This design comes from an exercise in tuning for a short achievable clock period and few clock cycles on the open sky130 flow, not from production work. At most, simulation tests tie the RTL to the original design; equivalence was not proved. The flow treats the clock pin as an ideal source, which a real chip does not have. Power and IR drop assume default switching activity.

## riscv
module riscv(
	input	wire		clk,
	input	wire		rst,		 
	input	wire	[31:0]	inst_i,		 
	output	wire	[31:0]	inst_addr_o,	 
	output	wire		inst_ce_o,	 
	input	wire	[31:0]	data_i,		 
	output	wire		data_we_o,	 
	output	wire		data_ce_o,	 
	output	wire	[31:0]	data_addr_o,	 
	output	wire	[31:0]	data_o		 
);
assign	inst_ce_o = 1'b1;
assign	data_ce_o = 1'b1;
reg	[31:0]	pc_out;
reg	[31:0]	pc;
reg	[12+1:2]	pc_btb_n;	 
reg		e_valid;
reg	[31:0]	e_pc;
reg	[31:0]	e_pc4;
reg	[31:0]	e_a;		 
reg	[31:0]	e_b;		 
reg	[31:0]	e_s;		 
reg	[31:0]	e_timm;		 
reg	[4:0]	e_rd;
reg		e_we;		 
reg		e_load;
reg		e_store;
reg		e_br;
reg		e_jal;
reg		e_jalr;
reg		e_auipc;
reg		e_call;
reg		e_ret;
reg	[5:0]	e_brc;		 
reg	[11-1:0]	e_op;	 
reg		e_pred;		 
reg	[31:2]	e_ptgt;		 
reg		e_hit;		 
reg	[16-1:0]	e_match;	 
reg	[1:0]	e_ctr;		 
reg	[2:0]	e_it, e_tr;	 
reg		e_lc;
reg		m_valid;
reg	[31:0]	m_addr;
reg	[31:0]	m_res_n;
reg	[31:0]	m_sd;
reg		m_we_mem;
reg	[4:0]	m_rd;
reg		m_we;
reg		m_load;
reg	[31:0]	rf [1:31];
reg	[31:0]	rf_v;		 
reg	[16-1:0]	btb_v;
reg	[16-1:0]	btb_tk;		 
reg	[16-1:0]	btb_ret;	 
reg	[12+1:2]	btb_tag [0:16-1];
reg	[12+1:2]	btb_tgt [0:16-1];
reg	[1:0]	btb_ctr [0:16-1];
reg	[2:0]	btb_it  [0:16-1];
reg	[2:0]	btb_tr  [0:16-1];
reg	[16-1:0]	btb_lc;
reg	[16-1:0]	btb_rr;		 
reg	[12+1:2]	ras0, ras1, ras2, ras3;
reg		u_btb;
reg		u_alloc;
reg	[16-1:0]	u_sel;
reg	[12+1:2]	u_tag;
reg	[12+1:2]	u_atgt;		 
reg	[12+1:2]	u_ptgt;		 
reg		u_taken, u_hit, u_v, u_jmp, u_ret;
reg	[1:0]	u_octr;
reg		u_bwd;
reg	[2:0]	u_oit, u_otr;
reg		u_olc;
reg		u_call, u_pop;
reg	[12+1:2]	u_link;
wire	[31:0]	m_res = ~m_res_n;
wire	[31:0]	m_val = m_load ? data_i : m_res;
wire	[31:0]	sum, diff;
wire		ltu, lts, eq, btaken;
riscv_alu_add #(.SUB(0)) ADD(.a_i(e_a), .b_i(e_b), .s_o(sum));
riscv_alu_add #(.SUB(1)) SUB(.a_i(e_a), .b_i(e_b), .s_o(diff));
riscv_ex_cmp CMP(.a_i(e_a), .b_i(e_b), .brc_i(e_brc), .eq_o(eq), .ltu_o(ltu), .lts_o(lts), .taken_o(btaken));
wire	[31:0]	res;
riscv_alu ALU(
	.a_i(e_a),
	.b_i(e_b),
	.op_i(e_op),
	.pc4_i(e_pc4),
	.sum_i(sum),
	.diff_i(diff),
	.ltu_i(ltu),
	.lts_i(lts),
	.res_o(res)
);
wire	[31:0]	e_pfull = {e_ptgt, 2'b00};
wire	[31:0]	btgt;
wire		jne, bne;
riscv_alu_add BTGT(.a_i(e_pc), .b_i(e_timm), .s_o(btgt));
  ...
export LEC_CHECK = 0
export CAP_MARGIN = 20
export CORE_MARGIN = 2
export CORE_UTILIZATION = 40
export CTS_CLUSTER_DIAMETER = 150
export CTS_CLUSTER_SIZE = 20
export PLACE_DENSITY = 0.6
export SLEW_MARGIN = 20
export SYNTH_HIERARCHICAL = 1
export TNS_END_PERCENT = 100
create_clock -name core_clock -period 10.0 [get_ports {clk}]
standard.sh (not shown) runs the stock make flow with config.mk's settings and CLKGATE_MAP_FILE= SYNTH_SCRIPT=/design/flow/synth_recipe.tcl, a recipe that flattens the netlist after the stock synthesis.
==> flow/flow/run.sh <==
#!/bin/bash
set -u
here=$(pwd)
bash standard.sh SETUP_SLACK_MARGIN=6.7 POST_CTS_TCL="$here/flow/post_cts.tcl" finish > standard_flow.log 2>&1
==> flow/flow/post_cts.tcl <==
# Sourced by ORFS at the end of its CTS step: one more setup repair, this
# time without the platform's cell-footprint restriction, then legalize.
puts "post_cts.tcl: extra repair_timing"
repair_timing -setup -setup_margin 6.7 -repair_tns 100 -max_passes 50 -verbose
detailed_placement
check_placement -verbose
Edit:
--- a/flow/design.v
+++ b/flow/design.v
@@ -683,23 +683,23 @@
 	output	wire	[31:0]	inst_addr_o,	 
 	output	wire		inst_ce_o,	 
 	input	wire	[31:0]	data_i,		 
 	output	wire		data_we_o,	 
 	output	wire		data_ce_o,	 
 	output	wire	[31:0]	data_addr_o,	 
 	output	wire	[31:0]	data_o		 
 );
 assign	inst_ce_o = 1'b1;
 assign	data_ce_o = 1'b1;
 reg	[31:0]	pc_out;
-reg	[31:0]	pc;
+wire	[31:0]	pc = pc_out;
 reg	[12+1:2]	pc_btb_n;	 
 reg		e_valid;
 reg	[31:0]	e_pc;
 reg	[31:0]	e_pc4;
 reg	[31:0]	e_a;		 
 reg	[31:0]	e_b;		 
 reg	[31:0]	e_s;		 
 reg	[31:0]	e_timm;		 
 reg	[4:0]	e_rd;
 reg		e_we;		 
 reg		e_load;
@@ -908,61 +908,44 @@
 riscv_if_static SP(
 	.pc_i(pc),
 	.inst_i(inst_i),
 	.ras_i(ras0),
 	.fus_i(d_jalr & e_auipc & h1e),
 	.epc_i(e_pc),
 	.esum_i(sum[31:12]),
 	.pred_o(s_pred),
 	.tgt_o(s_tgt)
 );
 wire	s_use = ~f_hit & s_pred;
-wire	[31:0]	next_pc, next_pc_out, next_pc_b, next_pc_s, next_pc_so, pc4;
+wire	[31:0]	next_pc_out, next_pc_b, next_pc_so, pc4;
 riscv_wb NPC(
 	.pc_i(pc),
 	.pred_i(f_pred),
 	.ptgt_i(f_ptgt),
 	.next_o(next_pc_b),
 	.pc4_o(pc4)
 );
-riscv_wb_s NPCS(
-	.en_i(1'b1),
-	.pc_i(pc),
-	.stall_i(stall),
-	.spred_i(s_use),
-	.stgt_i(s_tgt),
-	.next_i(next_pc_b),
-	.next_o(next_pc_s)
-);
-riscv_wb_f NPCF(.mispred_i(mispred), .redir_i(redir_pc), .next_i(next_pc_s), .next_o(next_pc));
 riscv_wb_s NPCSO(
 	.en_i(~rst),
 	.pc_i(pc),
 	.stall_i(stall),
 	.spred_i(s_use),
 	.stgt_i(s_tgt),
 	.next_i(next_pc_b),
 	.next_o(next_pc_so)
 );
 riscv_wb_f NPCFO(.mispred_i(mispred), .redir_i(redir_pc), .next_i(next_pc_so), .next_o(next_pc_out));
 always @(posedge clk) begin
 	pc_out   <= next_pc_out;
 	pc_btb_n <= ~next_pc_out[12+1:2];
 end
-always @(posedge clk or posedge rst) begin
-	if (rst) begin
-		pc <= 32'd0;
-	end else begin
-		pc <= next_pc;
-	end
-end
 assign	inst_addr_o = pc_out;
 always @(posedge clk or posedge rst) begin
 	if (rst) begin
 		e_valid <= 1'b0;
 	end else begin
 		e_valid <= ~mispred & ~stall;
 	end
 end
 always @(posedge clk) begin
 	e_pc    <= pc;
 	e_pc4   <= pc4;
=>
- The new run produced a clean layout
- core utilization came out lower by 1.2 points
- total power shrinks by 2.7%
- die area came out lower by 1.9%
- first-iteration DRC count decreases by 1.5%
- combinational power is lower by about 1%
- global-route usage went down by 0.79 points
No run of this note included a check of the RTL's function; only the layout flow was run.

* * *

== sierra ==
Another version of the RTL of riscv (not shown whole).
Size in the first run: ~10,000 cells after synthesis, roughly 170 I/O pins, roughly 120,000 µm² of cells after synthesis.
==> flow/design.v (excerpt) <==
module riscv(
	input	wire		clk,
	input	wire		rst,		 
	input	wire	[31:0]	inst_i,		 
	output	wire	[31:0]	inst_addr_o,	 
	output	wire		inst_ce_o,	 
	input	wire	[31:0]	data_i,		 
	output	wire		data_we_o,	 
	output	wire		data_ce_o,	 
	output	wire	[31:0]	data_addr_o,	 
	output	wire	[31:0]	data_o		 
);
export LEC_CHECK = 0
export CAP_MARGIN = 20
export CORE_MARGIN = 2
export CORE_UTILIZATION = 40
export CTS_CLUSTER_DIAMETER = 150
export CTS_CLUSTER_SIZE = 20
export PLACE_DENSITY = 0.6
export SLEW_MARGIN = 20
export SYNTH_HIERARCHICAL = 1
export TNS_END_PERCENT = 100
create_clock -name core_clock -period 10.0 [get_ports {clk}]
==> flow/flow/run.sh <==
#!/bin/bash
set -u
bash standard.sh SETUP_SLACK_MARGIN=6.7 finish > standard_flow.log 2>&1
Testbench counts of sierra, summed over its fixed seeds: cycles 149,965.
Relative to sierra, the following input files were edited for quartz:
--- a/flow/design.v
+++ b/flow/design.v
@@ -47,46 +47,48 @@
 		assign match_o[gi] = v_i[gi] & (tag_i[gi*12 +: 12] == ~pcn_i);
 	end
 endgenerate
 endmodule
 module riscv_if_static(
 	input	[31:0]		pc_i,
 	input	[31:0]		inst_i,
 	input	[12+1:2]	ras_i,
-	input			fus_i,		 
+	input			eauipc_i,	 
+	input	[4:0]		erd_i,		 
 	input	[31:0]		epc_i,		 
 	input	[31:12]		esum_i,		 
 	output			pred_o,
 	output	[31:2]		tgt_o
 );
 wire	[4:0]	opc = inst_i[6:2];
 wire	[4:0]	rd  = inst_i[11:7];
 wire	[4:0]	rs1 = inst_i[19:15];
 wire	s   = inst_i[31];
-wire	jal = (opc == 5'b11011) & (inst_i[19:12] == {8{s}});
-wire	bb  = (opc == 5'b11000) & s;
-wire	ret = (opc == 5'b11001) & ((rs1 == 5'd1) | (rs1 == 5'd5)) & ~((rd == 5'd1) | (rd == 5'd5));
+wire	jal  = (opc == 5'b11011);
+wire	jalr = (opc == 5'b11001);
+wire	bb   = (opc == 5'b11000) & s;
+wire	fus_i = eauipc_i & (rs1 == erd_i);
 wire	[12:1]	jimm = {s, inst_i[20], inst_i[30:21]};
 wire	[12:1]	bimm = {s, inst_i[7], inst_i[30:25], inst_i[11:8]};
 wire	[12:1]	jlo, blo;
 wire		jc, bc;
 riscv_if_add12 JA(.a_i(pc_i[12:1]), .b_i(jimm), .s_o(jlo), .c_o(jc));
 riscv_if_add12 BA(.a_i(pc_i[12:1]), .b_i(bimm), .s_o(blo), .c_o(bc));
 wire	[11:0]	flo;
 wire		fc;
 riscv_if_add12 FA(.a_i(epc_i[11:0]), .b_i(inst_i[31:20]), .s_o(flo), .c_o(fc));
 riscv_if_ssel SEL(
 	.fus_i(fus_i),
 	.fc_i(fc),
 	.flo_i(flo[11:2]),
 	.fhi_i(esum_i),
 	.jal_i(jal),
 	.bb_i(bb),
-	.ret_i(ret),
+	.jalr_i(jalr),
 	.s_i(s),
 	.jc_i(jc),
 	.bc_i(bc),
 	.jlo_i(jlo[12:2]),
 	.blo_i(blo[12:2]),
 	.hi_i(pc_i[31:13]),
 	.ras_i(ras_i),
 	.pred_o(pred_o),
@@ -95,28 +97,28 @@
 endmodule
 module riscv_if_ssel(
 	input		fus_i,
 	input		fc_i,
 	input	[11:2]	flo_i,
 	input	[31:12]	fhi_i,
 	input		jal_i,
 	input		bb_i,
-	input		ret_i,
+	input		jalr_i,
 	input		s_i,
 	input		jc_i,
 	input		bc_i,
 	input	[12:2]	jlo_i,
 	input	[12:2]	blo_i,
 	input	[31:13]	hi_i,
 	input	[12+1:2]	ras_i,
 	output		pred_o,
 	output	[31:2]	tgt_o
 );
-assign	pred_o = jal_i | bb_i | fus_i | ret_i;
+assign	pred_o = jal_i | bb_i | jalr_i;
 assign	tgt_o  = jal_i ? {hi_i, jlo_i} : bb_i ? {hi_i, blo_i} : fus_i ? {fhi_i, flo_i} :
 		 {hi_i[31:12+2], ras_i};
 endmodule
 module riscv_if_add12(
 	input	[11:0]	a_i,
 	input	[11:0]	b_i,
 	output	[11:0]	s_o,
 	output		c_o
@@ -906,17 +908,18 @@
 	.ptgt_o(f_ptgt)
 );
 wire		s_pred;
 wire	[31:2]	s_tgt;
 riscv_if_static SP(
 	.pc_i(pc),
 	.inst_i(inst_i),
 	.ras_i(ras0),
-	.fus_i(d_jalr & e_auipc & h1e),
+	.eauipc_i(e_valid & e_we & e_auipc),
+	.erd_i(e_rd),
 	.epc_i(e_pc),
 	.esum_i(sum[31:12]),
 	.pred_o(s_pred),
 	.tgt_o(s_tgt)
 );
 wire	s_use = ~f_hit & s_pred;
 wire	[31:0]	next_pc, next_pc_out, next_pc_b, next_pc_s, next_pc_so, pc4;
 riscv_wb NPC(
## What came out
Status: clock power parity (sierra, quartz)
Share of the clock period used by the worst path was higher in the run labelled quartz.
Between quartz and sierra, it is quartz whose setup fix buffers added after clock tree synthesis is higher, by 168.
From sierra to quartz the numbers moved as follows: clock latency on the worst-skew pair held steady, number of clock buffers in the layout grew by 1, utilization grew by 0.39 points.
Re flip-flop and latch count: no difference whatsoever between sierra and quartz.
Taking sierra as the reference, in quartz switching portion of total power lost 0.51 points; total placed cells including tap cells stayed essentially flat.
Of the two candidates, sierra has the worse total power and quartz the better one.
The run showing the greater routability-driven placement congestion ratio is sierra.
Function not checked in quartz: the RTL went through the layout flow alone.

-- afterwards: timing with drivers on the ports --
No port has a modelled driver above. Below, the same layouts with a new extraction and two added sets of constraints.
Step 1 assumes that a clkbuf_16 drives the clock port and a buf_2 every other input.
Step 2 moves the port delays by t, midway between the first and last clock arrival at a register: inputs arrive t later, outputs are due t later. That takes back most of the time a late clock gives input paths.
Three values: ideal, step 1, step 2; two values: the first two.
run | shift t [ns] | setup slack, ns | worst setup path after step 2 | latest minus earliest clock arrival (ns) | worst slew at a driven data input, ns
the first run of note 1 | 0.956 | 6.221 / 6.144 / 5.188 | input to register | 0.128 / 0.129 | 0.29
the second run of note 1 | 1.007 | 6.122 / 6.068 / 5.061 | input to register | 0.127 / 0.127 | 0.24
sierra | 1.002 | 6.284 / 6.225 / 5.223 | input to register | 0.150 / 0.151 | 0.29
quartz | 1.016 | 6.233 / 6.233 / 5.220 | input to register | 0.129 / 0.129 | 0.23
After both steps setup and hold are still met in every run listed.
